Source: an optimization exercise on an open RTL-to-GDS flow (aim: small area and a short achievable clock period). Production flows keep margins and buffers that such runs may drop. The RTL was checked by simulation tests, not by an equivalence proof against the original design.

## flow/design.v (module list and top-level ports; edited modules follow where they fit)
// module mul_round: 399 lines
// module booth_csa: 1261 lines
// module mul_fa: 4 lines
// module mul_ha: 4 lines
// module fp_mac: 24 lines
// module fp_mac_core: 151 lines
module fp_mac (
    input  wire        clk,
    input  wire [31:0] a,
    input  wire [31:0] b,
    input  wire        en_mult,
    input  wire        en_accuml,
    input  wire        rst_accuml,
    output reg  [31:0] acc_out
);
  // ...
==> flow/run.sh <==
#!/bin/bash
# synth_recipe.tcl (not shown) runs the flow's synth.tcl, then flattens the netlist and writes it again
# the make line also repeats each setting of config.mk as NAME=value (left out here)
make -C /OpenROAD-flow-scripts/flow DESIGN_CONFIG=/design/flow/config.mk WORK_HOME=/design/flow/orfs CLKGATE_MAP_FILE= SYNTH_SCRIPT=/design/flow/synth_recipe.tcl finish
==> flow/config.mk <==
export PLATFORM = sky130hd
export DESIGN_NAME = fp_mac
export DESIGN_NICKNAME = fp_mac
export VERILOG_FILES = /design/flow/design.v
export SDC_FILE = /design/flow/constraint.sdc
export NUM_CORES = 4
export LEC_CHECK = 0
export CAP_MARGIN = 20
export CORE_MARGIN = 2
export CORE_UTILIZATION = 40
export PLACE_DENSITY = 0.6
export SETUP_SLACK_MARGIN = 4
export SLEW_MARGIN = 20
export SYNTH_HIERARCHICAL = 1
==> flow/constraint.sdc <==
create_clock -name core_clock -period 25.0 [get_ports {clk}]
set_input_delay 5.0000 -clock core_clock [delete_from_list [all_inputs] [get_ports {clk}]]
set_output_delay 5.0000 -clock core_clock [all_outputs]
set_load 0.01 [all_outputs]
==> flow_summary.yaml, run 1 <==
clock_network:
  cts_root_buffer: "clkbuf_16"
  clock_latency_ps: 330
  postCtsSetupBuffers: 3
  clk_pin_slew_ps: 60
  tritoncts: "done"
layout:
  drive_gt1_share_pct: 8.15
  layout_commonest_cell: "xnor2_1"
  multi_input_cells: 3095
  seq_area_mm2: 0.00160
  final_cell_mix: "xnor2_1 (366), o22ai_1 (285), fa_1 (273)"
  nets: 3994
global_route:
  grt.total_usage_pct: 29.0
  antenna_found_initial: 3
  gr-usage-met3_pct: 5.31
  grt_pass1_wl_um: 167000
  globalRouteMet1Util_pct: 37.9
logic_synthesis:
  ys_seq_elements: 64
  netlist.area_leader.share_pct: 18.6
  synth_top_family_by_area: "adder cells"
  syn_inst: 3598
  synthAdderAreaFrac_pct: 27.1
worst_setup_path:
  timing.rr.start: "s[28]$_SDFF_PP0_"
  critPathTopFamily: "compound AO/OA/AOI/OAI gates"
  reg2reg_depth: 38
  critPathArrivalTime_ps: 20520
  slowest_stage: "fa_1"
  required_ps: 25190
  start_kind: "input pin"
floorplanning:
  die_h_um: 275
  ioPinCount: 100
sta:
  timing.hold.ws_ps: 695
  hold_viol: 0
  fin_setup_tns_ps: 0
route:
  m1WireLength_um: 46300
  vias: 27600
  routed_wl_um: 112000
  drc_errors: 0
  ant_nets: 0
  avgViaCountPerCell: 6.24
outcome:
  status: "timing/DRC/antenna clean"
worst_hold_path:
  holdPathStages: 1
place:
  gp_congestion: 1.01
==> inputs of run 2 (changes only) <==
--- a/flow/config.mk
+++ b/flow/config.mk
@@ -9,6 +9,6 @@
 export CORE_MARGIN = 2
 export CORE_UTILIZATION = 40
 export PLACE_DENSITY = 0.6
-export SETUP_SLACK_MARGIN = 4
+export SETUP_SLACK_MARGIN = 5
 export SLEW_MARGIN = 20
 export SYNTH_HIERARCHICAL = 1
==> run 2 against run 1 <==
  * Clock skew is 3.5 ps lower
  * Via count rose by 0.54%
  * Sequential share of layout area fell by 0.059 points
  * Critical endpoint unchanged
  * Critical path type unchanged
  * Highest routed layer unchanged
  * Still clean on timing, DRC and antenna
  * Area after synthesis unchanged
  * Count of clock-buffer cells in the layout is the same
==> flow_summary.yaml, run 2 <==
logic_synthesis:
  muxShareOfSynthArea_pct: 5.61
  ys_seq_elements: 64
  synthSimpleGateAreaFrac_pct: 16.3
  synth_xor_xnor_area_share_pct: 13.1
  syn_area_mm2: 0.0294
  synth_top_family_by_area: "adder cells"
  synth.distinct_cells: 115
  synth_top_area_cell: "fa_1"
  netlist.area_leader.share_pct: 18.6
  synthTopCellsByCount: "xnor2_1 (368), o22ai_1 (285), fa_1 (273)"
  syn_inst: 3598
  synth_most_common_cell: "xnor2_1"
  synthAdderAreaFrac_pct: 27.1
  synth_compound_area_share_pct: 23.9
  synth.avg_cell_area_um2: 8.17
  synth_top_flop_cell: "edfxtp_1"
  synth_seq_area_share_pct: 5.45
  yosys_warnings: 8
  synth_area_leaders: "fa_1 (19%), xnor2_1 (11%), ha_1 (8.5%), o22ai_1 (6.1%), a21oi_1 (3.8%)"
  async_reset_ff_share_pct: 0
  synth_edf_count: 32
route:
  vias: 27800
  routed_wl_um: 114000
  wire_per_inst_um: 25.6
  drt-initial-drc-count: 2889
  avgViaCountPerCell: 6.24
  dr.pass1.iters: 9
  drc_errors: 0
  ant_nets: 0
global_route:
  grt-ovfl-total: 0
  antenna_found_initial: 2
  grt.total_usage_pct: 29.1
  grt_max_degree: 66
  grt_pass1_vias: 26300
  grt_pass1_wl_um: 168000
layout:
  multiInputGateArea_mm2: 0.0257
  drive_gt1_share_pct: 9.73
  final_cell_mix: "xnor2_1 (363), o22ai_1 (283), fa_1 (273)"
  layout_commonest_cell: "xnor2_1"
  seq_area_mm2: 0.00160
  top_regs: "acc_out: 32 flops, s: 32 flops"
  syn_to_final_growth_pct: 5.80
  nets: 4019
  final_area_mm2: 0.0311
  fillers: 7365
worst_setup_path:
  crit_path_max_fanout: 26
  required_ps: 25190
  crit_type: "in2reg"
  critPathTopFamily: "compound AO/OA/AOI/OAI gates"
  critPathArrivalTime_ps: 19860
  path_common_cell: "fa_1"
  cpPeakStageDelay_ps: 760
  slowest_stage: "clkdlybuf4s50_1"
  cp_num_buf_inv: 9
  start_kind: "input pin"
  crit_path_end_kind: "flop"
floorplanning:
  rows: 99
  ioPinCount: 100
  die_x_um: 275
  initial_core_util_pct: 40.4
  die_area_mm2: 0.0757
  fp.coreArea_mm2: 0.0728
  die_h_um: 275
clock_network:
  htreeDepth: 3
  tritoncts: "done"
  clock_latency_ps: 320
  cts_inserted_buffers: 9
  cts_root_buffer: "clkbuf_16"
  clk_pin_slew_ps: 60
  cts_num_sinks: 64
  clockBufferDepth: 2
place:
  place_area_mm2: 0.0301
  port_buffers: 99
  gp_congestion: 1.01
  dp_hpwl_um: 90700
sta:
  setup_viol: 0
  tightest_slew_ps: 950
  post-route-min-period_ps: 19660
  slew_viol_final: 0
  fin_setup_tns_ps: 0
  fmax_mhz: 50.9
  hold_viol: 0
  slew-limit-headroom_pct: 36.0
  rsz0062_at_grt: "yes"
  fin_skew_ps: 5.44
  fin_crit_sh_pct: 78.7
run:
  cap_violations: 0
outcome:
  status: "timing/DRC/antenna clean"
worst_hold_path:
  hold_class: "reg2reg"
==> run 2: cell counts after synthesis <==
No cell type changed its count.
==> run 2: worst paths after layout <==
kind / startpoint / endpoint / slack [ps] / depth (start not counted)
worst max-delay path: a[18] / acc_out[30]$_DFFE_PP_ / 5340 / 54
worst min-delay path: s[5]$_SDFF_PP0_ / acc_out[5]$_DFFE_PP_ / 680 / 1
worst max register to register: s[28]$_SDFF_PP0_ / acc_out[30]$_DFFE_PP_ / 14030 / 39
worst min register to register: s[5]$_SDFF_PP0_ / acc_out[5]$_DFFE_PP_ / 680 / 1
==> run 2: layout make-up <==
class | instances | area share (%)
clock buffers | 9 | 0.724
multi-input cells | 3098 | 82.6
repair buffers | 191 | 5.46
inverters | 109 | 1.75
well taps | 959 | 3.86
clock inverters | 7 | 0.278
diodes | 3 | 0.0241
flip-flops and latches | 64 | 5.15
repair inverters | 6 | 0.113
==> run 2: modules after synthesis (local to each module, per instance) <==
| module | cells inside | copies in the design | area [um2] | flip-flops and latches |
|---|---|---|---|---|
| booth_csa | 994 | 1 | 7000 | 0 |
| fp_mac | 139 | 1 | 2380 | 64 |
| fp_mac_core | 1705 | 1 | 11100 | 0 |
| mul_fa | 1 | 264 | 20.0 | 0 |
| mul_ha | 1 | 82 | 12.5 | 0 |
| mul_round | 414 | 1 | 2580 | 0 |
==> run 2: kinds of logic after synthesis <==
group,count (synthesis)
AND/OR/NAND/NOR,942
adder cells (fa/ha/maj),472
multiplexers,151
AO/OA/AOI/OAI,1078
other,3
buffers and inverters,453
XOR/XNOR,435
flip-flops,64
==> run 2: per-stage QoR <==
step                instances  setup WS [ps]  utilization, %  hold slack, ps
CTS                      4424           5010            42.1             698
finish                   4446           5340            42.7             683
global placement         4396           3140            41.3             684
floorplan                3611           5850               -             561
detailed placement       4396           2980            41.3             683
global route             4445           4890            42.7             688
==> run 2: layer usage <==
metal	vias up	track usage [%]	share of wire, %
met5	-	0	0
met4	0	13.6	5.8
li1	12700	-	-
met2	1323	46.7	45
met1	13400	38.2	41
met3	290	4.96	8.6
==> run 2: timing repair <==
action	4_1_cts	5_1_grt
hold buffers	0	0
endpoints found under the setup margin	54	17
resized for setup	69	83
cloned	4	6
buffers inserted	8	13
pin swaps	5	11
==> run 2: worst register-to-register path, delay by kind of cell (launching register included) <==
| kind | cells | cell delay, ps |
|---|---|---|
| AO/OA/AOI/OAI | 15 | 3930 |
| XOR/XNOR | 2 | 730 |
| adder cells (fa/ha/maj) | 4 | 1520 |
| buffers and inverters | 5 | 910 |
| flip-flops | 1 | 720 |
| multiplexers | 4 | 900 |
| AND/OR/NAND/NOR | 9 | 2130 |
==> inputs of run 3 (changes only) <==
--- a/flow/config.mk
+++ b/flow/config.mk
@@ -5,10 +5,10 @@
 export SDC_FILE = /design/flow/constraint.sdc
 export NUM_CORES = 4
 export LEC_CHECK = 0
-export CAP_MARGIN = 20
+export CAP_MARGIN = 5
 export CORE_MARGIN = 2
 export CORE_UTILIZATION = 40
 export PLACE_DENSITY = 0.6
 export SETUP_SLACK_MARGIN = 5
-export SLEW_MARGIN = 20
+export SLEW_MARGIN = 5
 export SYNTH_HIERARCHICAL = 1
==> run 3 against run 2 <==
  * Die area unchanged
  * Routed wire length unchanged
  * Via count stayed put
  * Count of clock-buffer cells in the layout is the same
  * Clock skew unchanged
  * Synthesized cell count stayed put
  * Critical path type unchanged
  * Design area did not move
  * Critical endpoint unchanged
  * Global-route usage is the same
  * Non-clock buffer count unchanged
==> flow_summary.yaml, run 3 <==
outcome:
  status: "timing/DRC/antenna clean"
place:
  gp_congestion: 1.01
  dp_hpwl_um: 90700
  port_buffers: 99
  dp_slack_ps: 2980
worst_setup_path:
  crit_path_end_kind: "flop"
  timing.rr.start: "s[28]$_SDFF_PP0_"
  crit_type: "in2reg"
  critPathArrivalTime_ps: 19860
  slowest_stage: "clkdlybuf4s50_1"
  crit_path_max_fanout: 26
  critPathLaunch: "a[18]"
  critPathTopFamily: "compound AO/OA/AOI/OAI gates"
  cpPeakStageDelay_ps: 760
  required_ps: 25190
  cp_num_buf_inv: 9
  path_common_cell: "fa_1"
  start_kind: "input pin"
layout:
  top_regs: "acc_out: 32 flops, s: 32 flops"
  nets: 4019
  final_util_pct: 42.7
  drive_gt1_share_pct: 9.73
  layout_commonest_cell: "xnor2_1"
  fillers: 7365
  final_cell_mix: "xnor2_1 (363), o22ai_1 (283), fa_1 (273)"
  syn_to_final_growth_pct: 5.80
clock_network:
  tritoncts: "done"
  cts_inserted_buffers: 9
  cts_num_sinks: 64
  htreeDepth: 3
  cts_hold_buf: 0
  clockBufferDepth: 2
  clock_latency_ps: 320
  cts_root_buffer: "clkbuf_16"
  clk_pin_slew_ps: 60
route:
  avgViaCountPerCell: 6.24
  dr_wl_met3_um: 9840
  wire_per_inst_um: 25.6
  vias: 27800
  m1WireLength_um: 46700
  ant_nets: 0
  dr.pass1.iters: 9
  drt-initial-drc-count: 2889
  met2_length_um: 50700
  topRoutingLayerUsed: "met4"
  routed_wl_um: 114000
  drc_errors: 0
logic_synthesis:
  synth.distinct_cells: 115
  synth_area_leaders: "fa_1 (19%), xnor2_1 (11%), ha_1 (8.5%), o22ai_1 (6.1%), a21oi_1 (3.8%)"
  syn_area_mm2: 0.0294
  synth_seq_area_share_pct: 5.45
  yosys_warnings: 8
  synth_edf_count: 32
  netlist.area_leader.share_pct: 18.6
  synth.avg_cell_area_um2: 8.17
  synth_top_area_cell: "fa_1"
  synth_most_common_cell: "xnor2_1"
  syn_inst: 3598
  async_reset_ff_share_pct: 0
  ys_seq_elements: 64
  synth_top_flop_cell: "edfxtp_1"
  synthTopCellsByCount: "xnor2_1 (368), o22ai_1 (285), fa_1 (273)"
sta:
  fin_skew_ps: 5.44
  fmax_mhz: 50.9
  timing.hold.ws_ps: 683
  fin_crit_sh_pct: 78.7
  tightest_slew_ps: 950
  fin_setup_tns_ps: 0
  setup_viol: 0
  post-route-min-period_ps: 19660
  slew-limit-headroom_pct: 36.0
  hold_viol: 0
  rsz0062_at_grt: "yes"
  slew_viol_final: 0
  fin_ws_ps: 5340
global_route:
  grt-ovfl-total: 0
  grt.total_usage_pct: 29.1
  grt_pass1_vias: 26300
  antenna_found_initial: 2
  grt_pass1_wl_um: 168000
  grt_max_degree: 66
floorplanning:
  rows: 99
  die_x_um: 275
  die_h_um: 275
  fp.coreArea_mm2: 0.0728
  ioPinCount: 100
  initial_core_util_pct: 40.4
  die_area_mm2: 0.0757
run:
  cap_violations: 0
worst_hold_path:
  hold_class: "reg2reg"
  min_from: "s[5]$_SDFF_PP0_"
==> run 3: cell counts after synthesis <==
Identical to the previous run, type by type.
==> run 3: area by class of cell <==
type / count / area (um2) / area share [%]
multi-input cells: 3098 / 25700 / 82.6
repair buffers: 191 / 1700 / 5.46
flip-flops and latches: 64 / 1600 / 5.15
well taps: 959 / 1200 / 3.86
inverters: 109 / 543 / 1.75
clock buffers: 9 / 225 / 0.724
clock inverters: 7 / 86.3 / 0.278
repair inverters: 6 / 35.0 / 0.113
diodes: 3 / 7.51 / 0.0241
==> run 3: worst register-to-register path, delay by kind of cell (launching register included) <==
family,cells,cell delay (ps)
buf+inv,5,910
mux,4,900
xor+xnor,2,730
fa+ha+maj,4,1520
simple gates,9,2130
flops,1,720
compound gates,15,3930
==> run 3: modules after synthesis (local to each module, per instance) <==
module | flip-flops and latches | copies in the design | cells | area (um2)
mul_round | 0 | 1 | 414 | 2580
mul_ha | 0 | 82 | 1 | 12.5
fp_mac_core | 0 | 1 | 1705 | 11100
booth_csa | 0 | 1 | 994 | 7000
mul_fa | 0 | 264 | 1 | 20.0
fp_mac | 64 | 1 | 139 | 2380
==> run 3: repair_timing <==
item / 4_1_cts / 5_1_grt
pin swaps: 5 / 11
cloned: 4 / 6
setup buffers: 8 / 13
resized for setup: 69 / 83
hold endpoints to repair: 0 / 0
setup endpoints to repair: 54 / 17
==> run 3: final timing paths <==
path / end / slack (ps) / cells after the start
max: acc_out[30]$_DFFE_PP_ / 5340 / 54
min reg2reg: acc_out[5]$_DFFE_PP_ / 680 / 1
min: acc_out[5]$_DFFE_PP_ / 680 / 1
max reg2reg: acc_out[30]$_DFFE_PP_ / 14030 / 39
==> run 3: kinds of logic (layout without fill, tap and decap cells) <==
| group | after synthesis | in the layout | share of synthesized area, % |
|---|---|---|---|
| buf+inv | 453 | 322 | 8.60 |
| compound gates | 1078 | 1081 | 23.9 |
| fa+ha+maj | 472 | 472 | 27.1 |
| flops | 64 | 64 | 5.45 |
| xor+xnor | 435 | 435 | 13.1 |
| simple gates | 942 | 942 | 16.3 |
| mux | 151 | 152 | 5.61 |
| other cells | 3 | 19 | 0.0383 |
==> run 3: layer usage <==
| layer | vias up | track usage (%) |
|---|---|---|
| met5 | - | 0 |
| met4 | 0 | 13.6 |
| met3 | 290 | 4.96 |
| met2 | 1323 | 46.7 |
| met1 | 13400 | 38.2 |
| li1 | 12700 | - |
==> run 3: per-stage QoR <==
| step | cells | instance area [um2] |
|---|---|---|
| 5_1_grt | 4445 | 31100 |
| 3_3_place_gp | 4396 | 30100 |
| 3_5_place_dp | 4396 | 30100 |
| 2_1_floorplan | 3611 | 29500 |
| 6_report | 4446 | 31100 |
| 4_1_cts | 4424 | 30700 |
==> inputs of run 4 (changes only) <==
==> flow/flow/run.sh (new file) <==
#!/bin/bash
set -euo pipefail
bash standard.sh synth > synth.log 2>&1
bash standard.sh SETUP_SLACK_MARGIN=6.5 finish > layout.log 2>&1
==> flow/standard.sh (new file) <==
#!/bin/bash
# synth_recipe.tcl (not shown) runs the flow's synth.tcl, then flattens the netlist and writes it again
# the make line also repeats each setting of config.mk as NAME=value (left out here)
make -C /OpenROAD-flow-scripts/flow DESIGN_CONFIG=/design/flow/config.mk WORK_HOME=/design/flow/orfs CLKGATE_MAP_FILE= SYNTH_SCRIPT=/design/flow/synth_recipe.tcl "${@:-finish}"
==> flow/config.mk (replaced) <==
export PLATFORM = sky130hd
export DESIGN_NAME = fp_mac
export DESIGN_NICKNAME = fp_mac
export VERILOG_FILES = /design/flow/design.v
export SDC_FILE = /design/flow/constraint.sdc
export NUM_CORES = 4
export LEC_CHECK = 0
export CAP_MARGIN = 20
export CORE_MARGIN = 2
export CORE_UTILIZATION = 40
export PLACE_DENSITY = 0.6
export SLEW_MARGIN = 20
export SYNTH_HIERARCHICAL = 1
removed: flow/run.sh
==> run 4 against run 3 <==
  * Critical path depth fell by 2
  * Sequential cell count did not move
  * Count of clock-buffer cells in the layout did not move
  * Synthesized cell count did not move
  * Routed wire length rose by 5.1%
  * Design area rose by 9.7%
  * Non-clock buffer count rose by 108
  * Global-route usage rose by 0.88 points
  * Fmax rose by 8.0%
  * Critical path type unchanged
  * Critical endpoint unchanged
==> flow_summary.yaml, run 4 <==
sta:
  fin_skew_ps: 7.95
  fin_setup_tns_ps: 0
  hold_viol: 0
  slew_viol_final: 0
  post-route-min-period_ps: 18210
  slew-limit-headroom_pct: 22.0
  setup_viol: 0
  tightest_slew_ps: 1160
  fin_crit_sh_pct: 72.8
  rsz0062_at_grt: "no"
  fmax_mhz: 54.9
worst_setup_path:
  start_kind: "input pin"
  reg2reg_depth: 40
  critPathArrivalTime_ps: 18400
  required_ps: 25190
  path_common_cell: "fa_1"
  crit_path_end_kind: "flop"
  regToRegSetupSlack_ps: 14630
  timing.rr.start: "s[25]$_SDFF_PP0_"
  r2r_end: "acc_out[30]$_DFFE_PP_"
  crit_type: "in2reg"
  slowest_stage: "fa_2"
  critPathLaunch: "a[10]"
  cpPeakStageDelay_ps: 560
  crit_path_max_fanout: 11
global_route:
  grt_pass1_wl_um: 172000
  antenna_found_initial: 7
  grt-ovfl-total: 0
  grt.total_usage_pct: 30.0
  grt_pass1_vias: 27400
  grt_max_degree: 66
logic_synthesis:
  synth_seq_area_share_pct: 5.45
  async_reset_ff_share_pct: 0
  ys_seq_elements: 64
  synthTopCellsByCount: "xnor2_1 (368), o22ai_1 (285), fa_1 (273)"
  synth_top_area_cell: "fa_1"
  syn_area_mm2: 0.0294
  synth_top_flop_cell: "edfxtp_1"
  synth_area_leaders: "fa_1 (19%), xnor2_1 (11%), ha_1 (8.5%), o22ai_1 (6.1%), a21oi_1 (3.8%)"
  netlist.area_leader.share_pct: 18.6
  synth.distinct_cells: 115
  synth_most_common_cell: "xnor2_1"
  synth_edf_count: 32
  yosys_warnings: 8
  synth.avg_cell_area_um2: 8.17
  syn_inst: 3598
clock_network:
  cts_hold_buf: 0
  cts_num_sinks: 64
  cts_root_buffer: "clkbuf_16"
  cts_inserted_buffers: 9
  clockBufferDepth: 2
  clock_latency_ps: 320
  tritoncts: "done"
  clk_pin_slew_ps: 50
  htreeDepth: 3
route:
  ant_nets: 0
  drt-initial-drc-count: 3370
  avgViaCountPerCell: 6.38
  dr.pass1.iters: 9
  wire_per_inst_um: 26.1
  routed_wl_um: 120000
  drc_errors: 0
  vias: 29200
floorplanning:
  initial_core_util_pct: 40.4
  die_h_um: 275
  die_x_um: 275
  die_area_mm2: 0.0757
  fp.coreArea_mm2: 0.0728
  ioPinCount: 100
  rows: 99
place:
  gp_congestion: 1.04
  place_area_mm2: 0.0300
  dp_hpwl_um: 90500
  port_buffers: 99
worst_hold_path:
  holdPathStages: 1
  min_from: "s[7]$_SDFF_PP0_"
  whs_endpoint: "acc_out[7]$_DFFE_PP_"
  hold_class: "reg2reg"
layout:
  drive_gt1_share_pct: 20.0
  n_antenna_cell: 0
  final_area_mm2: 0.0341
  syn_to_final_growth_pct: 16.1
  fillers: 7041
  top_regs: "acc_out: 32 flops, s: 32 flops"
  nets: 4159
  final_cell_mix: "xnor2_1 (310), nand2_1 (257), fa_1 (255)"
  layout_commonest_cell: "xnor2_1"
run:
  cap_violations: 0
outcome:
  status: "timing/DRC/antenna clean"
-- run 4: through the flow --
stage	worst slack, ps	hold WS (ps)	utilization, %	std cells
3_5_place_dp	2550	734	41.2	4382
5_1_grt	6370	747	46.9	4583
6_report	6790	736	46.9	4583
2_1_floorplan	6570	561	-	3611
4_1_cts	6420	746	43.4	4470
3_3_place_gp	2710	732	41.3	4382
-- run 4: worst max-delay path: cells and delay by family --
family                   cells  cell delay [ps]
XOR/XNOR                     2              310
adder cells (fa/ha/maj)      9             3560
AO/OA/AOI/OAI               20             4740
AND/OR/NAND/NOR             12             2710
multiplexers                 2              530
buffers and inverters        7             1520
-- run 4: modules after synthesis, one instance, submodules excluded --
module / flip-flops and latches / cells / copies in the design
fp_mac_core: 0 / 1705 / 1
booth_csa: 0 / 994 / 1
mul_round: 0 / 414 / 1
fp_mac: 64 / 139 / 1
mul_fa: 0 / 1 / 264
mul_ha: 0 / 1 / 82
-- run 4: metal layers --
metal,wire length [um],GRT usage [%]
met5,68,0
met4,8690,16.0
met3,12300,6.22
met2,52300,47.4
met1,46300,38.5
-- run 4: worst max path at each step --
stage	slack (ps)	end	cells past startpoint
after floorplan	6570	acc_out[30]$_DFFE_PP_	58
after global placement	2710	acc_out[30]$_DFFE_PP_	52
after detailed placement	2550	acc_out[30]$_DFFE_PP_	52
after CTS	6420	acc_out[30]$_DFFE_PP_	54
after global routing	6370	acc_out[30]$_DFFE_PP_	55
final	6790	acc_out[30]$_DFFE_PP_	52
-- run 4: layout make-up --
type / instances / area (um2) / share of cell area, %
Tap cell: 959 / 1200 / 3.51
Multi-Input combinational cell: 3104 / 27400 / 80.3
Timing Repair inverter: 32 / 231 / 0.678
Inverter: 109 / 597 / 1.75
Clock inverter: 7 / 62.6 / 0.183
Timing Repair Buffer: 299 / 2800 / 8.19
Sequential cell: 64 / 1600 / 4.69
Clock buffer: 9 / 225 / 0.660
-- run 4: logic make-up after synthesis --
| kind of cell | after synthesis | synth area share, % |
|---|---|---|
| AOI/OAI and AO/OA | 1078 | 23.9 |
| xor gates and xnor gates | 435 | 13.1 |
| and+or+nand+nor | 942 | 16.3 |
| other | 3 | 0.0383 |
| muxes | 151 | 5.61 |
| DFF | 64 | 5.45 |
| adders and majority gates | 472 | 27.1 |
| buffers and inverters | 453 | 8.60 |
-- run 4: timing repair --
item	CTS	global route
gates cloned	32	14
setup buffers	40	99
gates resized for setup	271	363
pin swaps	23	54
endpoints found under the setup margin	64	62
==> module fp_mac_core, before the edit <==
module fp_mac_core (
    input  wire [31:0] a,
    input  wire [31:0] b,
    input  wire        en_mult,
    input  wire [31:0] s,
    output wire [31:0] res
);
wire [7:0]  ea = a[30:23];
wire [7:0]  eb = b[30:23];
wire        a_spec = &ea;
wire        b_spec = &eb;
wire        p_zero = ~en_mult | (~|a[30:0]) | (~|b[30:0]);
wire        p_pass = ~en_mult | a_spec | b_spec | p_zero;
wire [31:0] p_fix  = (~en_mult) ? 32'd0 : a_spec ? a : b_spec ? b : 32'd0;
wire [47:0] ps, pc;
booth_csa mul (.x({1'b1, a[22:0]}), .y({1'b1, b[22:0]}), .ps(ps), .pc(pc));
function [4:0] tz23;
    input [22:0] v;
    integer k;
    begin
        tz23 = 5'd23;
        for (k = 22; k >= 0; k = k - 1)
            if (v[k]) tz23 = k[4:0];
    end
endfunction
wire [5:0]  tzs = {1'b0, tz23(a[22:0])} + {1'b0, tz23(b[22:0])};
wire        st1 = tzs <= 6'd22;       
wire        st0 = tzs <= 6'd21;       
wire        m47r;
wire [22:0] man;
mul_round rnd (.ps(ps), .pc(pc), .st1(st1), .st0(st0), .m47(m47r), .man(man));
wire        m47 = m47r & ~p_pass;
wire [7:0]  pe0 = ea + eb - 8'd127;
wire [7:0]  ye0 = p_pass ? p_fix[30:23] : pe0;
wire [22:0] ym  = p_pass ? p_fix[22:0] : man;
wire        sy  = p_pass ? p_fix[31] : a[31] ^ b[31];
wire [7:0]  xe = s[30:23];
wire        sx = s[31];
wire        eop = sx ^ sy;
wire [8:0]  dxa = {1'b0, xe} - {1'b0, ye0};
wire [8:0]  dya = {1'b0, ye0} - {1'b0, xe};
wire [7:0]  ye1 = ye0 + 8'd1;
wire [8:0]  dxb = {1'b0, xe} - {1'b0, ye1};
wire [8:0]  dyb = {1'b0, ye1} - {1'b0, xe};
wire [7:0]  ye  = m47 ? ye1 : ye0;
wire        eswap = m47 ? dxb[8] : dxa[8];                   
wire [7:0]  ad    = m47 ? (dxb[8] ? dyb[7:0] : dxb[7:0])
                        : (dxa[8] ? dya[7:0] : dxa[7:0]);    
wire        ad0   = ad == 8'd0;
wire        ad1   = ad == 8'd1;
wire [7:0]  le    = eswap ? ye : xe;
wire [31:0] y = {sy, ye, ym};
wire        bothzero = (~|s[30:0]) & (~|y[30:0]);
wire [23:0] xm = {1'b1, s[22:0]};
wire [23:0] ymf = {1'b1, ym};
function [24:0] addsub24;
    input [23:0] a;
    input [23:0] b;
    input        sub;
    reg   [23:0] bb, g, p, t, gg;
    reg          co, ci;
    integer l, k, j;
    begin
        bb = b ^ {24{sub}};
        g = a & bb;
        p = a ^ bb;
        t = p;
        gg = g;
        for (l = 1; l < 32; l = l * 2)
            for (k = 0; k < 24; k = k + 1)
                if ((k / l) % 2 == 1) begin
                    j = (k / l) * l - 1;
                    gg[k] = gg[k] | (t[k] & gg[j]);
                    t[k] = t[k] & t[j];
                end
        co = gg[23];
        ci = sub & co;
        addsub24 = {co, (p ^ ({gg[22:0], 1'b0} | ({t[22:0], 1'b1} & {24{ci}}))) ^ {24{sub & ~co}}};
    end
endfunction
function [7:0] sub8;
    input [7:0] a;
    input [7:0] b;
    reg   [7:0] g, p, t;
    integer l, k, j;
    begin
        g = a & ~b;
        p = a ^ ~b;
        t = p;
        g[0] = g[0] | p[0];           
        for (l = 1; l < 8; l = l * 2)
            for (k = 0; k < 8; k = k + 1)
                if ((k / l) % 2 == 1) begin
                    j = (k / l) * l - 1;
                    g[k] = g[k] | (t[k] & g[j]);
                    t[k] = t[k] & t[j];
                end
        sub8 = p ^ {g[6:0], 1'b1};
    end
endfunction
function [4:0] lzc32;
    input [31:0] v;
    reg   [7:0]  z4;
    reg   [15:0] c4;
    reg   [3:0]  z8;
    reg   [11:0] c8;
    reg   [1:0]  z16;
    reg   [7:0]  c16;
    integer k;
    begin
        for (k = 0; k < 8; k = k + 1) begin
            z4[k] = ~|v[4*k +: 4];
            c4[2*k +: 2] = v[4*k+3] ? 2'd0 : v[4*k+2] ? 2'd1 : v[4*k+1] ? 2'd2 : 2'd3;
        end
        for (k = 0; k < 4; k = k + 1) begin
            z8[k] = z4[2*k+1] & z4[2*k];
            c8[3*k +: 3] = z4[2*k+1] ? {1'b1, c4[4*k +: 2]} : {1'b0, c4[4*k+2 +: 2]};
        end
        for (k = 0; k < 2; k = k + 1) begin
            z16[k] = z8[2*k+1] & z8[2*k];
            c16[4*k +: 4] = z8[2*k+1] ? {1'b1, c8[6*k +: 3]} : {1'b0, c8[6*k+3 +: 3]};
        end
        lzc32 = z16[1] ? {1'b1, c16[3:0]} : {1'b0, c16[7:4]};
    end
endfunction
wire [23:0] lm = eswap ? ymf : xm;
wire [23:0] sm = eswap ? xm : ymf;
wire [23:0] sr = (ad >= 8'd24) ? 24'd0 : (sm >> ad[4:0]);
wire [24:0] as = addsub24(lm, sr, eop);
wire [24:0] fsum = {as[24] & ~eop, as[23:0]};
wire [22:0] f_man = fsum[24] ? fsum[23:1] : fsum[23] ? fsum[22:0] : {fsum[21:0], 1'b0};
wire [7:0]  f_exp = fsum[24] ? le + 8'd1 : fsum[23] ? le : le - 8'd1;
wire        f_sign = eswap ? sy : sx;
wire [23:0] nb = ad0 ? sm : {1'b0, sm[23:1]};
wire [24:0] nas = addsub24(lm, nb, 1'b1);
wire [23:0] nd = nas[23:0];
wire [4:0]  nlz = lzc32({nd, 8'hFF});
wire [23:0] nsh16 = nlz[4] ? {nd[7:0], 16'd0} : nd;
wire [23:0] nsh8  = nlz[3] ? {nsh16[15:0], 8'd0} : nsh16;
wire [23:0] nsh4  = nlz[2] ? {nsh8[19:0], 4'd0} : nsh8;
wire [23:0] nsh2  = nlz[1] ? {nsh4[21:0], 2'd0} : nsh4;
wire [23:0] nsh   = nlz[0] ? {nsh2[22:0], 1'd0} : nsh2;
wire [22:0] n_man = nsh[22:0];
wire        nzero = ~|nd;
wire [7:0]  n_exp = nzero ? 8'd0 : sub8(le, {3'd0, nlz});
wire        n_sign = nzero ? 1'b0 : nas[24] ? f_sign : ~f_sign;
wire        near = eop & (ad0 | ad1);
assign res = bothzero ? {sx & sy, 31'd0}
           : near     ? {n_sign, n_exp, n_man}
           :            {f_sign, f_exp, f_man};
endmodule
==> inputs of run 5 (changes only) <==
--- a/flow/design.v
+++ b/flow/design.v
@@ -1745,6 +1745,27 @@
 wire        bothzero = (~|s[30:0]) & (~|y[30:0]);
 wire [23:0] xm = {1'b1, s[22:0]};
 wire [23:0] ymf = {1'b1, ym};
+function [24:0] add24;
+    input [23:0] a;
+    input [23:0] b;
+    input        cin;
+    reg   [23:0] g, p, t;
+    integer l, k, j;
+    begin
+        g = a & b;
+        p = a ^ b;
+        t = p;
+        g[0] = g[0] | (p[0] & cin);
+        for (l = 1; l < 32; l = l * 2)
+            for (k = 0; k < 24; k = k + 1)
+                if ((k / l) % 2 == 1) begin
+                    j = (k / l) * l - 1;
+                    g[k] = g[k] | (t[k] & g[j]);
+                    t[k] = t[k] & t[j];
+                end
+        add24 = {g[23], p ^ {g[22:0], cin}};
+    end
+endfunction
 function [24:0] addsub24;
     input [23:0] a;
     input [23:0] b;
@@ -1818,7 +1839,7 @@
 wire [23:0] lm = eswap ? ymf : xm;
 wire [23:0] sm = eswap ? xm : ymf;
 wire [23:0] sr = (ad >= 8'd24) ? 24'd0 : (sm >> ad[4:0]);
-wire [24:0] as = addsub24(lm, sr, eop);
+wire [24:0] as = add24(lm, sr ^ {24{eop}}, eop);
 wire [24:0] fsum = {as[24] & ~eop, as[23:0]};
 wire [22:0] f_man = fsum[24] ? fsum[23:1] : fsum[23] ? fsum[22:0] : {fsum[21:0], 1'b0};
 wire [7:0]  f_exp = fsum[24] ? le + 8'd1 : fsum[23] ? le : le - 8'd1;
==> flow/run.sh (new file) <==
#!/bin/bash
# synth_recipe.tcl (not shown) runs the flow's synth.tcl, then flattens the netlist and writes it again
# the make line also repeats each setting of config.mk as NAME=value (left out here)
make -C /OpenROAD-flow-scripts/flow DESIGN_CONFIG=/design/flow/config.mk WORK_HOME=/design/flow/orfs CLKGATE_MAP_FILE= SYNTH_SCRIPT=/design/flow/synth_recipe.tcl finish
--- a/flow/config.mk
+++ b/flow/config.mk
@@ -9,5 +9,6 @@
 export CORE_MARGIN = 2
 export CORE_UTILIZATION = 40
 export PLACE_DENSITY = 0.6
+export SETUP_SLACK_MARGIN = 5
 export SLEW_MARGIN = 20
 export SYNTH_HIERARCHICAL = 1
removed: flow/flow/run.sh
removed: flow/standard.sh
==> run 5 against run 4 <==
  * Area after synthesis increased by 0.44%
  * Critical endpoint is now acc_out[29]$_DFFE_PP_
  * Final cell count shrank 5.3%
  * Setup slack worse by 1200 ps
  * Critical path depth rose by 2
==> flow_summary.yaml, run 5 <==
place:
  dp_cells: 4302
  port_buffers: 99
  place_area_mm2: 0.0302
  dp_hpwl_um: 85600
  gp_congestion: 0.974
logic_synthesis:
  synth_edf_count: 32
  synth_most_common_cell: "xnor2_1"
  synth_top_area_cell: "fa_1"
  synth.distinct_cells: 124
  synth_xor_xnor_area_share_pct: 12.2
  yosys_warnings: 8
  ys_seq_elements: 64
  netlist.area_leader.share_pct: 18.8
  synth_top_family_by_area: "adder cells"
  syn_inst: 3503
  synthSimpleGateAreaFrac_pct: 16.0
  async_reset_ff_share_pct: 0
  synth.avg_cell_area_um2: 8.43
  syn_area_mm2: 0.0295
  synth_seq_area_share_pct: 5.42
  synthAdderAreaFrac_pct: 27.2
  muxShareOfSynthArea_pct: 7.80
  synthTopCellsByCount: "xnor2_1 (345), fa_1 (278), o22ai_1 (277)"
  synth_top_flop_cell: "edfxtp_1"
  synth_compound_area_share_pct: 22.6
  synth_area_leaders: "fa_1 (19%), xnor2_1 (10%), ha_1 (8.3%), o22ai_1 (5.9%), mux2i_1 (4.2%)"
worst_setup_path:
  crit_path_max_fanout: 39
  crit_type: "in2reg"
  start_kind: "input pin"
  required_ps: 25090
  critPathArrivalTime_ps: 19490
  regToRegSetupSlack_ps: 14720
  timing.rr.start: "s[25]$_SDFF_PP0_"
  crit_path_end_kind: "flop"
  cpPeakStageDelay_ps: 600
  critPathLaunch: "b[12]"
  slowest_stage: "dlygate4sd2_1"
  reg2reg_depth: 36
route:
  ant_nets: 0
  drc_errors: 0
  dr.pass1.iters: 17
  vias: 27500
  wire_per_inst_um: 25.4
  drt-initial-drc-count: 3114
  routed_wl_um: 110000
  avgViaCountPerCell: 6.34
layout:
  syn_to_final_growth_pct: 5.19
  drive_gt1_share_pct: 10.8
  layoutNonFillerInstCount: 4339
  final_area_mm2: 0.0311
  fillers: 7375
  top_regs: "acc_out: 32 flops, s: 32 flops"
  nets: 3916
  layout_commonest_cell: "xnor2_1"
  final_cell_mix: "xnor2_1 (341), fa_1 (278), o22ai_1 (276)"
clock_network:
  clk_pin_slew_ps: 70
  clockBufferDepth: 2
  cts_inserted_buffers: 9
  cts_num_sinks: 64
  cts_root_buffer: "clkbuf_16"
  clock_latency_ps: 340
  tritoncts: "done"
  cts_hold_buf: 0
  htreeDepth: 3
sta:
  fin_setup_tns_ps: 0
  fin_skew_ps: 12.8
  post-route-min-period_ps: 19400
  slew-limit-headroom_pct: 24.7
  fmax_mhz: 51.5
  hold_viol: 0
  slew_viol_final: 0
  rsz0062_at_grt: "no"
  tightest_slew_ps: 1120
  setup_viol: 0
  fin_crit_sh_pct: 77.6
worst_hold_path:
  min_from: "s[31]$_SDFF_PP0_"
  hold_class: "reg2reg"
  holdPathStages: 1
global_route:
  grt.total_usage_pct: 28.5
  grt-ovfl-total: 0
  antenna_found_initial: 6
  grt_max_degree: 56
  grt_pass1_vias: 26800
  grt_pass1_wl_um: 166000
floorplanning:
  initial_core_util_pct: 40.4
  rows: 99
  fp.coreArea_mm2: 0.0731
  die_x_um: 276
  die_area_mm2: 0.0760
  die_h_um: 276
  ioPinCount: 100
run:
  cap_violations: 0
outcome:
  status: "timing/DRC/antenna clean"
==> run 5: cell types whose count changed in the layout (fill, tap and decap cells not counted), moves of 24 or more <==
cell,before,now
buf_4,172,72
nor2_1,226,181
xnor2_2,49,5
nand2_1,257,218
mux2i_1,79,117
o22ai_2,34,1
xnor2_1,310,341
mux2_2,38,68
a21oi_2,41,14
o22ai_1,249,276
ha_1,173,197
==> run 5: per-module statistics from Yosys, one instance, submodules excluded <==
module       area (um2)  times used  cells  flip-flops and latches
fp_mac             2380           1    139                      64
mul_fa             20.0         264      1                       0
booth_csa          7000           1    994                       0
mul_round          2580           1    414                       0
fp_mac_core       11300           1   1610                       0
mul_ha             12.5          82      1                       0
==> run 5: cell type report <==
class                           count  area (um2)  share of cell area (%)
Timing Repair inverter              4        20.0                  0.0644
Multi-Input combinational cell   2998       25700                    82.8
Timing Repair Buffer              175        1550                    4.99
Clock inverter                      7         125                   0.403
Clock buffer                        9         225                   0.725
Sequential cell                    64        1600                    5.16
Inverter                          121         602                    1.94
Tap cell                          959        1200                    3.86
Antenna cell                        2        5.00                  0.0161
==> run 5: timing repair <==
| action | 4_1_cts | 5_1_grt |
|---|---|---|
| pin swaps | 0 | 6 |
| cloned | 2 | 5 |
| endpoints found under the setup margin | 63 | 62 |
| gates resized for setup | 47 | 86 |
| setup buffers | 1 | 11 |
==> run 5: worst paths after layout <==
check / endpoint
worst max-delay path: acc_out[29]$_DFFE_PP_
worst min-delay path: acc_out[31]$_DFFE_PP_
worst max register to register: acc_out[29]$_DFFE_PP_
worst min register to register: acc_out[31]$_DFFE_PP_
==> run 5: per-stage QoR <==
stage	setup slack (ps)	utilization [%]	hold slack, ps
global route	5020	42.5	679
floorplan	5910	-	556
CTS	5010	42.0	638
detailed placement	3060	41.3	610
global placement	3020	41.3	623
finish	5600	42.5	646
==> run 5: worst max-delay path: cells and delay by family <==
family,cells,cell delay [ps]
multiplexers,2,750
buffers and inverters,7,1560
XOR/XNOR,3,480
AO/OA/AOI/OAI,24,6220
AND/OR/NAND/NOR,8,1440
adder cells (fa/ha/maj),10,3960
==> run 5: logic make-up (layout without fill, tap and decap cells) <==
family,count (synthesis),after routing
other cells,3,18
buf+inv,457,316
mux,211,212
xor+xnor,411,411
simple gates,884,885
compound gates,998,999
fa+ha+maj,475,475
flops,64,64
==> run 5: routing by layer <==
metal	vias to the layer above	part of all wire [%]	track usage [%]
li1	12500	-	-
met1	13200	41	38.0
met3	356	8.7	4.76
met5	-	0.067	0
met4	12	5.3	11.7
met2	1460	45	45.7
==> inputs of run 6 (changes only) <==
--- a/flow/config.mk
+++ b/flow/config.mk
@@ -12,3 +12,4 @@
 export SETUP_SLACK_MARGIN = 5
 export SLEW_MARGIN = 20
 export SYNTH_HIERARCHICAL = 1
+export TNS_END_PERCENT = 0
==> run 6 against run 5 <==
  * Routed wire length down 0.21%
  * Count of clock-buffer cells in the layout unchanged
  * Synthesized cell count unchanged
  * Critical endpoint unchanged
==> flow_summary.yaml, run 6 <==
layout:
  fillers: 7371
  final_cell_mix: "xnor2_1 (341), fa_1 (278), o22ai_1 (276)"
  top_regs: "acc_out: 32 flops, s: 32 flops"
  layout_commonest_cell: "xnor2_1"
  drive_gt1_share_pct: 10.5
  multiInputGateArea_mm2: 0.0257
  nets: 3913
  seq_area_mm2: 0.00160
  final_area_mm2: 0.0310
  syn_to_final_growth_pct: 5.09
worst_setup_path:
  regToRegSetupSlack_ps: 14640
  timing.rr.start: "s[25]$_SDFF_PP0_"
  r2r_end: "acc_out[29]$_DFFE_PP_"
  crit_type: "in2reg"
  critPathArrivalTime_ps: 19720
  slowest_stage: "inv_1"
  crit_path_max_fanout: 39
  crit_path_end_kind: "flop"
  required_ps: 25090
  start_kind: "input pin"
  cpPeakStageDelay_ps: 620
  reg2reg_depth: 36
worst_hold_path:
  min_from: "s[31]$_SDFF_PP0_"
  hold_class: "reg2reg"
  holdPathStages: 1
  whs_endpoint: "acc_out[31]$_DFFE_PP_"
route:
  drc_errors: 0
  wire_per_inst_um: 25.4
  dr.pass1.iters: 18
  ant_nets: 0
  vias: 27500
  avgViaCountPerCell: 6.34
  drt-initial-drc-count: 2915
  routed_wl_um: 110000
floorplanning:
  initial_core_util_pct: 40.4
  die_h_um: 276
  rows: 99
  die_x_um: 276
  fp.coreArea_mm2: 0.0731
  ioPinCount: 100
  die_area_mm2: 0.0760
place:
  place_area_mm2: 0.0302
  dp_hpwl_um: 85600
  gp_congestion: 0.974
  port_buffers: 99
sta:
  post-route-min-period_ps: 19630
  fin_skew_ps: 13.2
  hold_viol: 0
  slew_viol_final: 0
  tightest_slew_ps: 1110
  fin_setup_tns_ps: 0
  fin_crit_sh_pct: 78.5
  fmax_mhz: 51.0
  timing.hold.ws_ps: 655
  slew-limit-headroom_pct: 25.5
  rsz0062_at_grt: "yes"
  setup_viol: 0
clock_network:
  clock_latency_ps: 340
  clk_pin_slew_ps: 70
  tritoncts: "done"
  cts_hold_buf: 0
  clockBufferDepth: 2
  htreeDepth: 3
  cts_root_buffer: "clkbuf_16"
  cts_num_sinks: 64
  cts_inserted_buffers: 9
global_route:
  grt_max_degree: 56
  grt.total_usage_pct: 28.5
  antenna_found_initial: 6
  grt_pass1_vias: 26800
  grt_pass1_wl_um: 166000
  grt-ovfl-total: 0
logic_synthesis:
  synth.avg_cell_area_um2: 8.43
  synth_top_flop_cell: "edfxtp_1"
  synth_most_common_cell: "xnor2_1"
  syn_inst: 3503
  synth.distinct_cells: 124
  ys_seq_elements: 64
  async_reset_ff_share_pct: 0
  netlist.area_leader.share_pct: 18.8
  synth_edf_count: 32
  synth_top_area_cell: "fa_1"
  synth_area_leaders: "fa_1 (19%), xnor2_1 (10%), ha_1 (8.3%), o22ai_1 (5.9%), mux2i_1 (4.2%)"
  synthTopCellsByCount: "xnor2_1 (345), fa_1 (278), o22ai_1 (277)"
  synth_seq_area_share_pct: 5.42
  yosys_warnings: 8
  syn_area_mm2: 0.0295
outcome:
  status: "timing/DRC/antenna clean"
run:
  cap_violations: 0
-- run 6: cell types whose count changed in the layout (fill, tap and decap cells not counted), sizes merged --
cell | before | now
dlygate4sd2 | 1 | 8
clkdlybuf4s15 | 0 | 2
dlymetal6s2s | 11 | 6
diode | 2 | 1
clkinvlp | 13 | 9
clkdlybuf4s50 | 75 | 80
inv | 108 | 111
clkinv | 8 | 6
clkbuf | 18 | 9
-- run 6: worst max path at each step --
| stage | end | start | slack (ps) | cells after the start |
|---|---|---|---|---|
| after floorplan | acc_out[29]$_DFFE_PP_ | b[9] | 5910 | 61 |
| after global placement | acc_out[29]$_DFFE_PP_ | b[5] | 3020 | 49 |
| after detailed placement | acc_out[29]$_DFFE_PP_ | b[13] | 3060 | 52 |
| after CTS | acc_out[29]$_DFFE_PP_ | b[18] | 5010 | 52 |
| after global routing | acc_out[29]$_DFFE_PP_ | b[3] | 4790 | 52 |
| final | acc_out[29]$_DFFE_PP_ | b[12] | 5370 | 52 |
-- run 6: per-module statistics from Yosys (local to each module, per instance) --
module       cells  flip-flops and latches  cell area [um2]  times used
mul_fa           1                       0             20.0         264
booth_csa      994                       0             7000           1
mul_ha           1                       0             12.5          82
fp_mac_core   1610                       0            11300           1
fp_mac         139                      64             2380           1
mul_round      414                       0             2580           1
-- run 6: final cells by class --
type	instances	share of cell area (%)
flip-flops and latches	64	5.16
clock buffers	9	0.726
multi-input cells	2998	82.9
well taps	959	3.87
repair inverters	1	0.0161
repair buffers	175	5.05
clock inverters	7	0.403
diodes	1	0.00806
inverters	121	1.89
-- run 6: timing repair --
item                       4_1_cts  5_1_grt
setup buffers                    1       11
setup endpoints to repair       63       62
gates cloned                     2        2
pin swaps                        0        6
gates resized for setup         47       57
-- run 6: routing by layer --
| metal | GRT usage [%] | share of wire, % | up-vias |
|---|---|---|---|
| li1 | - | - | 12400 |
| met4 | 11.7 | 5.2 | 12 |
| met5 | 0 | 0.067 | - |
| met1 | 38.0 | 41 | 13300 |
| met3 | 4.76 | 9.0 | 346 |
| met2 | 45.7 | 45 | 1442 |
-- run 6: kinds of logic (layout without fill, tap and decap cells) --
logic type,after synthesis,count (layout),share of synthesized area [%]
compound gates,998,999,22.6
simple gates,884,885,16.0
fa+ha+maj,475,475,27.2
buf+inv,457,313,8.74
xor+xnor,411,411,12.2
mux,211,212,7.80
flops,64,64,5.42
other cells,3,17,0.0381
-- run 6: metrics by stage --
step	setup WS (ps)	std cells	util (%)
5_1_grt	4790	4334	42.5
2_1_floorplan	5910	3516	-
3_3_place_gp	3020	4302	41.3
3_5_place_dp	3060	4302	41.3
6_report	5370	4335	42.5
4_1_cts	5010	4321	42.0
-- run 6: critical path: cells and delay by family --
kind                       cells  cell delay [ps]
muxes                          2              750
xor gates and xnor gates       2              310
AOI/OAI and AO/OA             24             6220
buffers and inverters          7             2070
adders and majority gates     10             4090
and+or+nand+nor                7             1230
==> inputs of run 7 (changes only) <==
--- a/flow/config.mk
+++ b/flow/config.mk
@@ -9,7 +9,6 @@
 export CORE_MARGIN = 2
 export CORE_UTILIZATION = 40
 export PLACE_DENSITY = 0.6
-export SETUP_SLACK_MARGIN = 5
+export SETUP_SLACK_MARGIN = 4.5
 export SLEW_MARGIN = 20
 export SYNTH_HIERARCHICAL = 1
-export TNS_END_PERCENT = 0
==> run 7 against run 6 <==
  * Still clean on timing, DRC and antenna
  * Area after synthesis stayed put
  * Routed wire length is 0.56% lower
  * Die area stayed put
  * Count of clock-buffer cells in the layout stayed put
  * Setup slack worse by 240 ps
  * Largest cell class unchanged
  * Critical path depth is 1 lower
  * Final cell count is 0.16% lower
  * Utilization is 0.17 points lower
  * Register-to-register slack worse by 210 ps
==> flow_summary.yaml, run 7 <==
global_route:
  grt_max_degree: 56
  top_usage_layer: "met2"
  grt_use_met2_pct: 45.6
  grt_pass1_wl_um: 166000
  antenna_found_initial: 5
  grt-ovfl-total: 0
  gr-usage-met3_pct: 4.61
  grt_pass1_vias: 26800
  grt.total_usage_pct: 28.4
  globalRouteMet1Util_pct: 38.0
layout:
  syn_to_final_growth_pct: 4.66
  final_cell_mix: "xnor2_1 (342), fa_1 (278), o22ai_1 (276)"
  layoutNonFillerInstCount: 4328
  top_regs: "acc_out: 32 flops, s: 32 flops"
  layout_commonest_cell: "xnor2_1"
  drive_gt1_share_pct: 10.0
  multiInputGateArea_mm2: 0.0257
  seq_area_mm2: 0.00160
  nets: 3906
  fillers: 7383
floorplanning:
  die_area_mm2: 0.0760
  ioPinCount: 100
  die_x_um: 276
  initial_core_util_pct: 40.4
  die_h_um: 276
  rows: 99
  fp.coreArea_mm2: 0.0731
place:
  gp_congestion: 0.974
  port_buffers: 99
  dp_hpwl_um: 85600
  dp_cells: 4302
clock_network:
  cts_num_sinks: 64
  tritoncts: "done"
  clock_latency_ps: 340
  clk_pin_slew_ps: 70
  cts_inserted_buffers: 9
  clockBufferDepth: 2
  cts_hold_buf: 0
  htreeDepth: 3
  cts_root_buffer: "clkbuf_16"
worst_setup_path:
  regToRegSetupSlack_ps: 14430
  r2r_end: "acc_out[29]$_DFFE_PP_"
  crit_path_max_fanout: 24
  cpPeakStageDelay_ps: 740
  crit_end: "acc_out[29]$_DFFE_PP_"
  timing.rr.start: "s[25]$_SDFF_PP0_"
  required_ps: 25090
  crit_type: "in2reg"
  reg2reg_depth: 36
  path_common_cell: "a21o_1"
  crit_path_end_kind: "flop"
  critPathArrivalTime_ps: 19950
  start_kind: "input pin"
  critPathLaunch: "b[13]"
  slowest_stage: "dlygate4sd2_1"
sta:
  tightest_slew_ps: 1130
  slew-limit-headroom_pct: 23.7
  post-route-min-period_ps: 19860
  slew_viol_final: 0
  fin_skew_ps: 11.8
  hold_viol: 0
  setup_viol: 0
  fmax_mhz: 50.3
  fin_setup_tns_ps: 0
  rsz0062_at_grt: "no"
  fin_crit_sh_pct: 79.4
logic_synthesis:
  syn_area_mm2: 0.0295
  synth.avg_cell_area_um2: 8.43
  synth_top_flop_cell: "edfxtp_1"
  synth_edf_count: 32
  yosys_warnings: 8
  async_reset_ff_share_pct: 0
  syn_inst: 3503
  netlist.area_leader.share_pct: 18.8
  synth_area_leaders: "fa_1 (19%), xnor2_1 (10%), ha_1 (8.3%), o22ai_1 (5.9%), mux2i_1 (4.2%)"
  synth_seq_area_share_pct: 5.42
  synthTopCellsByCount: "xnor2_1 (345), fa_1 (278), o22ai_1 (277)"
  synth.distinct_cells: 124
  synth_top_area_cell: "fa_1"
  synth_most_common_cell: "xnor2_1"
  ys_seq_elements: 64
route:
  vias: 27500
  dr.pass1.iters: 18
  drt-initial-drc-count: 3137
  routed_wl_um: 109000
  ant_nets: 0
  avgViaCountPerCell: 6.34
  wire_per_inst_um: 25.3
  drc_errors: 0
worst_hold_path:
  hold_class: "reg2reg"
outcome:
  status: "timing/DRC/antenna clean"
run:
  cap_violations: 0
==> run 7: cells by family after synthesis <==
logic type	synth area share (%)
DFF	5.42
other	0.0381
adders and majority gates	27.2
and+or+nand+nor	16.0
muxes	7.80
xor gates and xnor gates	12.2
AOI/OAI and AO/OA	22.6
buffers and inverters	8.74
==> run 7: metrics by stage <==
stage / hold WS (ps) / cell area (um2) / setup slack [ps] / util [%]
detailed placement: 610 / 30200 / 3060 / 41.3
CTS: 638 / 30700 / 4500 / 41.9
floorplan: 556 / 29600 / 5910 / -
finish: 648 / 30900 / 5140 / 42.3
global route: 679 / 30900 / 4530 / 42.3
global placement: 623 / 30200 / 3020 / 41.3
==> run 7: how the worst min path moves through the flow <==
stage | from | end | slack, ps | depth (start not counted)
after floorplan | s[31]$_SDFF_PP0_ | acc_out[31]$_DFFE_PP_ | 560 | 1
after global placement | s[31]$_SDFF_PP0_ | acc_out[31]$_DFFE_PP_ | 620 | 1
after detailed placement | s[31]$_SDFF_PP0_ | acc_out[31]$_DFFE_PP_ | 610 | 1
after CTS | s[31]$_SDFF_PP0_ | acc_out[31]$_DFFE_PP_ | 640 | 1
after global routing | s[31]$_SDFF_PP0_ | acc_out[31]$_DFFE_PP_ | 680 | 1
final | s[31]$_SDFF_PP0_ | acc_out[31]$_DFFE_PP_ | 650 | 1
==> run 7: area by class of cell <==
cell class,count,share of cell area [%]
antenna,1,0.00810
clock buffer,9,0.729
clock inverter,7,0.405
inverter,121,1.75
multi-input combinational,2997,83.1
sequential,64,5.18
tap,959,3.88
timing repair buffer,170,4.99
==> run 7: critical path: cells and delay by family <==
kind                     cells  cell delay, ps
multiplexers                 3             970
AO/OA/AOI/OAI               23            6010
XOR/XNOR                     2             460
AND/OR/NAND/NOR              8            1670
buffers and inverters        5            1710
adder cells (fa/ha/maj)     10            4080
==> run 7: modules after synthesis, one instance, submodules excluded <==
module / copies in the design / area, um2
fp_mac_core: 1 / 11300
booth_csa: 1 / 7000
mul_round: 1 / 2580
fp_mac: 1 / 2380
mul_fa: 264 / 20.0
mul_ha: 82 / 12.5
==> run 7: timing repair <==
item                       CTS  global route
pin swaps                    0             5
gates resized for setup     19            51
setup endpoints to repair   58            59
buffers inserted             1             6
gates cloned                 1             1
==> run 7: routing by layer <==
layer	vias up	share of wire [%]	wire [um]
li1	12400	-	-
met1	13200	41	44600
met2	1465	45	49200
met3	330	9.1	10000
met4	10	5.0	5510
met5	-	0.053	58
==> inputs of run 8 (changes only) <==
--- a/flow/design.v
+++ b/flow/design.v
@@ -1745,27 +1745,6 @@
 wire        bothzero = (~|s[30:0]) & (~|y[30:0]);
 wire [23:0] xm = {1'b1, s[22:0]};
 wire [23:0] ymf = {1'b1, ym};
-function [24:0] add24;
-    input [23:0] a;
-    input [23:0] b;
-    input        cin;
-    reg   [23:0] g, p, t;
-    integer l, k, j;
-    begin
-        g = a & b;
-        p = a ^ b;
-        t = p;
-        g[0] = g[0] | (p[0] & cin);
-        for (l = 1; l < 32; l = l * 2)
-            for (k = 0; k < 24; k = k + 1)
-                if ((k / l) % 2 == 1) begin
-                    j = (k / l) * l - 1;
-                    g[k] = g[k] | (t[k] & g[j]);
-                    t[k] = t[k] & t[j];
-                end
-        add24 = {g[23], p ^ {g[22:0], cin}};
-    end
-endfunction
 function [24:0] addsub24;
     input [23:0] a;
     input [23:0] b;
@@ -1839,7 +1818,7 @@
 wire [23:0] lm = eswap ? ymf : xm;
 wire [23:0] sm = eswap ? xm : ymf;
 wire [23:0] sr = (ad >= 8'd24) ? 24'd0 : (sm >> ad[4:0]);
-wire [24:0] as = add24(lm, sr ^ {24{eop}}, eop);
+wire [24:0] as = addsub24(lm, sr, eop);
 wire [24:0] fsum = {as[24] & ~eop, as[23:0]};
 wire [22:0] f_man = fsum[24] ? fsum[23:1] : fsum[23] ? fsum[22:0] : {fsum[21:0], 1'b0};
 wire [7:0]  f_exp = fsum[24] ? le + 8'd1 : fsum[23] ? le : le - 8'd1;
@@ -1855,7 +1834,12 @@
 wire [23:0] nsh   = nlz[0] ? {nsh2[22:0], 1'd0} : nsh2;
 wire [22:0] n_man = nsh[22:0];
 wire        nzero = ~|nd;
-wire [7:0]  n_exp = nzero ? 8'd0 : sub8(le, {3'd0, nlz});
+wire [7:0]  le16  = le - 8'd16;
+wire [3:0]  leh1  = le[7:4] - 4'd1;
+wire [3:0]  le16h1 = le16[7:4] - 4'd1;
+wire [4:0]  nel   = {1'b1, nlz[4] ? le16[3:0] : le[3:0]} - {1'b0, nlz[3:0]};
+wire [3:0]  neh   = nlz[4] ? (nel[4] ? le16[7:4] : le16h1) : (nel[4] ? le[7:4] : leh1);
+wire [7:0]  n_exp = nzero ? 8'd0 : {neh, nel[3:0]};
 wire        n_sign = nzero ? 1'b0 : nas[24] ? f_sign : ~f_sign;
 wire        near = eop & (ad0 | ad1);
 assign res = bothzero ? {sx & sy, 31'd0}
--- a/flow/config.mk
+++ b/flow/config.mk
@@ -9,6 +9,6 @@
 export CORE_MARGIN = 2
 export CORE_UTILIZATION = 40
 export PLACE_DENSITY = 0.6
-export SETUP_SLACK_MARGIN = 4.5
+export SETUP_SLACK_MARGIN = 5
 export SLEW_MARGIN = 20
 export SYNTH_HIERARCHICAL = 1
==> run 8 against run 7 <==
  * Still clean on timing, DRC and antenna
  * Fmax increased by 1.6%
  * Area after synthesis increased by 1.4%
  * Synthesized cell count increased by 4.7%
  * Non-clock buffer count increased by 32
  * First-iteration DRC count decreased by 1.8%
  * Count of clock-buffer cells in the layout increased by 2
  * Register-to-register slack got worse by 300 ps
  * Utilization increased by 0.49 points
  * Final cell count increased by 5.0%
  * Routed wire length increased by 3.8%
  * Via count increased by 3.4%
  * Critical path type unchanged
  * Highest routed layer unchanged
==> flow_summary.yaml, run 8 <==
place:
  gp_congestion: 0.957
  dp_hpwl_um: 87600
  port_buffers: 99
  place_area_mm2: 0.0306
  dp_slack_ps: 2070
layout:
  fillers: 7620
  layout_commonest_cell: "xnor2_1"
  nets: 4111
  final_cell_mix: "xnor2_1 (392), nand2_1 (284), o22ai_1 (272)"
  drive_gt1_share_pct: 10.2
  final_area_mm2: 0.0318
  top_regs: "acc_out: 32 flops, s: 32 flops"
  syn_to_final_growth_pct: 6.23
worst_setup_path:
  critPathArrivalTime_ps: 19630
  start_kind: "input pin"
  critPathTopFamily: "compound AO/OA/AOI/OAI gates"
  crit_path_end_kind: "flop"
  slowest_stage: "clkdlybuf4s50_1"
  crit_path_max_fanout: 43
  cp_num_buf_inv: 9
  path_common_cell: "fa_1"
  crit_type: "in2reg"
  cpPeakStageDelay_ps: 840
  required_ps: 25070
sta:
  hold_viol: 0
  fmax_mhz: 51.1
  fin_setup_tns_ps: 0
  slew_viol_final: 0
  post-route-min-period_ps: 19560
  fin_ws_ps: 5440
  fin_crit_sh_pct: 78.2
  fin_skew_ps: 8.79
  slew-limit-headroom_pct: 25.9
  rsz0062_at_grt: "yes"
  setup_viol: 0
  tightest_slew_ps: 1100
clock_network:
  cts_inserted_buffers: 9
  cts_root_buffer: "clkbuf_16"
  tritoncts: "done"
  cts_num_sinks: 64
  clk_pin_slew_ps: 60
  clockBufferDepth: 2
  htreeDepth: 3
  cts_hold_buf: 0
  clock_latency_ps: 320
floorplanning:
  ioPinCount: 100
  die_x_um: 278
  fp.coreArea_mm2: 0.0743
  rows: 100
  die_h_um: 278
  initial_core_util_pct: 40.3
  die_area_mm2: 0.0770
route:
  drt-initial-drc-count: 3080
  ant_nets: 0
  vias: 28400
  wire_per_inst_um: 25.0
  routed_wl_um: 114000
  drc_errors: 0
  avgViaCountPerCell: 6.24
  dr.pass1.iters: 6
logic_synthesis:
  synth_seq_area_share_pct: 5.35
  synth_edf_count: 32
  syn_area_mm2: 0.0299
  synth_top_flop_cell: "edfxtp_1"
  ys_seq_elements: 64
  synthTopCellsByCount: "xnor2_1 (395), nand2_1 (285), o22ai_1 (272)"
  netlist.area_leader.share_pct: 18.1
  synth_area_leaders: "fa_1 (18%), xnor2_1 (12%), ha_1 (8.5%), o22ai_1 (5.7%), mux2i_1 (4.7%)"
  yosys_warnings: 8
  synth_top_area_cell: "fa_1"
  syn_inst: 3667
  async_reset_ff_share_pct: 0
  synth_most_common_cell: "xnor2_1"
  synth.avg_cell_area_um2: 8.16
  synth.distinct_cells: 113
global_route:
  grt_pass1_vias: 27200
  antenna_found_initial: 4
  grt.total_usage_pct: 28.1
  grt-ovfl-total: 0
  grt_pass1_wl_um: 169000
  grt_max_degree: 66
run:
  cap_violations: 0
outcome:
  status: "timing/DRC/antenna clean"
worst_hold_path:
  hold_class: "reg2reg"
## run 8: stage by stage
| step | cells | hold WS [ps] | util, % |
|---|---|---|---|
| 2_1_floorplan | 3680 | 561 | - |
| 3_3_place_gp | 4469 | 620 | 41.2 |
| 3_5_place_dp | 4469 | 640 | 41.2 |
| 5_1_grt | 4543 | 661 | 42.8 |
| 4_1_cts | 4506 | 654 | 42.1 |
| 6_report | 4544 | 649 | 42.8 |
## run 8: cell families after synthesis
kind of cell / Yosys count / synth area share [%]
fa+ha+maj: 474 / 26.6
flops: 64 / 5.35
compound gates: 1029 / 22.7
xor+xnor: 436 / 12.8
other cells: 3 / 0.0376
buf+inv: 461 / 8.68
mux: 197 / 7.19
simple gates: 1003 / 16.6
## run 8: area by class of cell
type,count,area (um2),area share [%]
clock inverters,5,33.8,0.106
diodes,1,2.50,0.00787
multi-input cells,3161,26200,82.5
inverters,116,567,1.78
clock buffers,11,233,0.732
repair inverters,15,104,0.327
well taps,969,1210,3.81
repair buffers,202,1800,5.65
flip-flops and latches,64,1600,5.04
## run 8: path summary, 6_finish.rpt
| check | from | endpoint | slack [ps] | cells past startpoint |
|---|---|---|---|---|
| worst max-delay path | a[18] | acc_out[30]$_DFFE_PP_ | 5440 | 54 |
| worst min-delay path | s[31]$_SDFF_PP0_ | acc_out[31]$_DFFE_PP_ | 650 | 1 |
| worst max register to register | s[23]$_SDFF_PP0_ | acc_out[30]$_DFFE_PP_ | 14130 | 42 |
| worst min register to register | s[31]$_SDFF_PP0_ | acc_out[31]$_DFFE_PP_ | 650 | 1 |
## run 8: routing by layer
| metal | track usage (%) | routed length [um] |
|---|---|---|
| met3 | 4.65 | 10600 |
| met2 | 43.3 | 48400 |
| met5 | 0 | 20 |
| met1 | 39.1 | 49000 |
| met4 | 11.1 | 5440 |
## run 8: repair_timing
action                                  CTS  global route
cloned                                    8            13
resized for setup                        72            83
endpoints found under the setup margin   61            52
setup buffers                            13            24
pin swaps                                 4             6
## run 8: per-module statistics from Yosys, one instance, submodules excluded
module	area, um2	copies in the design	flops+latches
fp_mac_core	11600	1	0
booth_csa	7000	1	0
mul_round	2580	1	0
fp_mac	2380	1	64
mul_fa	20.0	264	0
mul_ha	12.5	82	0

-- afterwards: timing with drivers on the ports --
Ports are ideal in the flow. The routed layouts listed here were re-timed in OpenROAD.
Step 1 assumes that a clkbuf_16 drives the clock port and a buf_2 every other input.
Step 2 adds t to the input delays and takes it off the output delays; t is the mean of the earliest and latest rising clock arrival at the registers after step 1. Input paths then give back, and output paths get back, about the clock's delay inside the block.
Slacks: no drivers / after step 1 / after step 2; pairs: no drivers / after step 1.
run	t, ns	slack for setup (ns)	cell pins on the clock port's net
run 1	0.352	4.678 / 4.681 / 4.328	1
run 2	0.349	5.336 / 5.330 / 4.980	1
run 3	0.349	5.336 / 5.330 / 4.980	1
run 4	0.346	6.788 / 6.666 / 6.320	1
run 5	0.372	5.599 / 5.599 / 5.227	1
run 6	0.371	5.373 / 5.389 / 5.017	1
run 7	0.370	5.138 / 5.155 / 4.785	1
run 8	0.347	5.442 / 5.429 / 5.082	1
After both steps setup and hold are still met in every run listed. For run 4, which loses most, drivers alone change the setup slack by -0.122 ns; drivers and shift together by -0.468 ns.
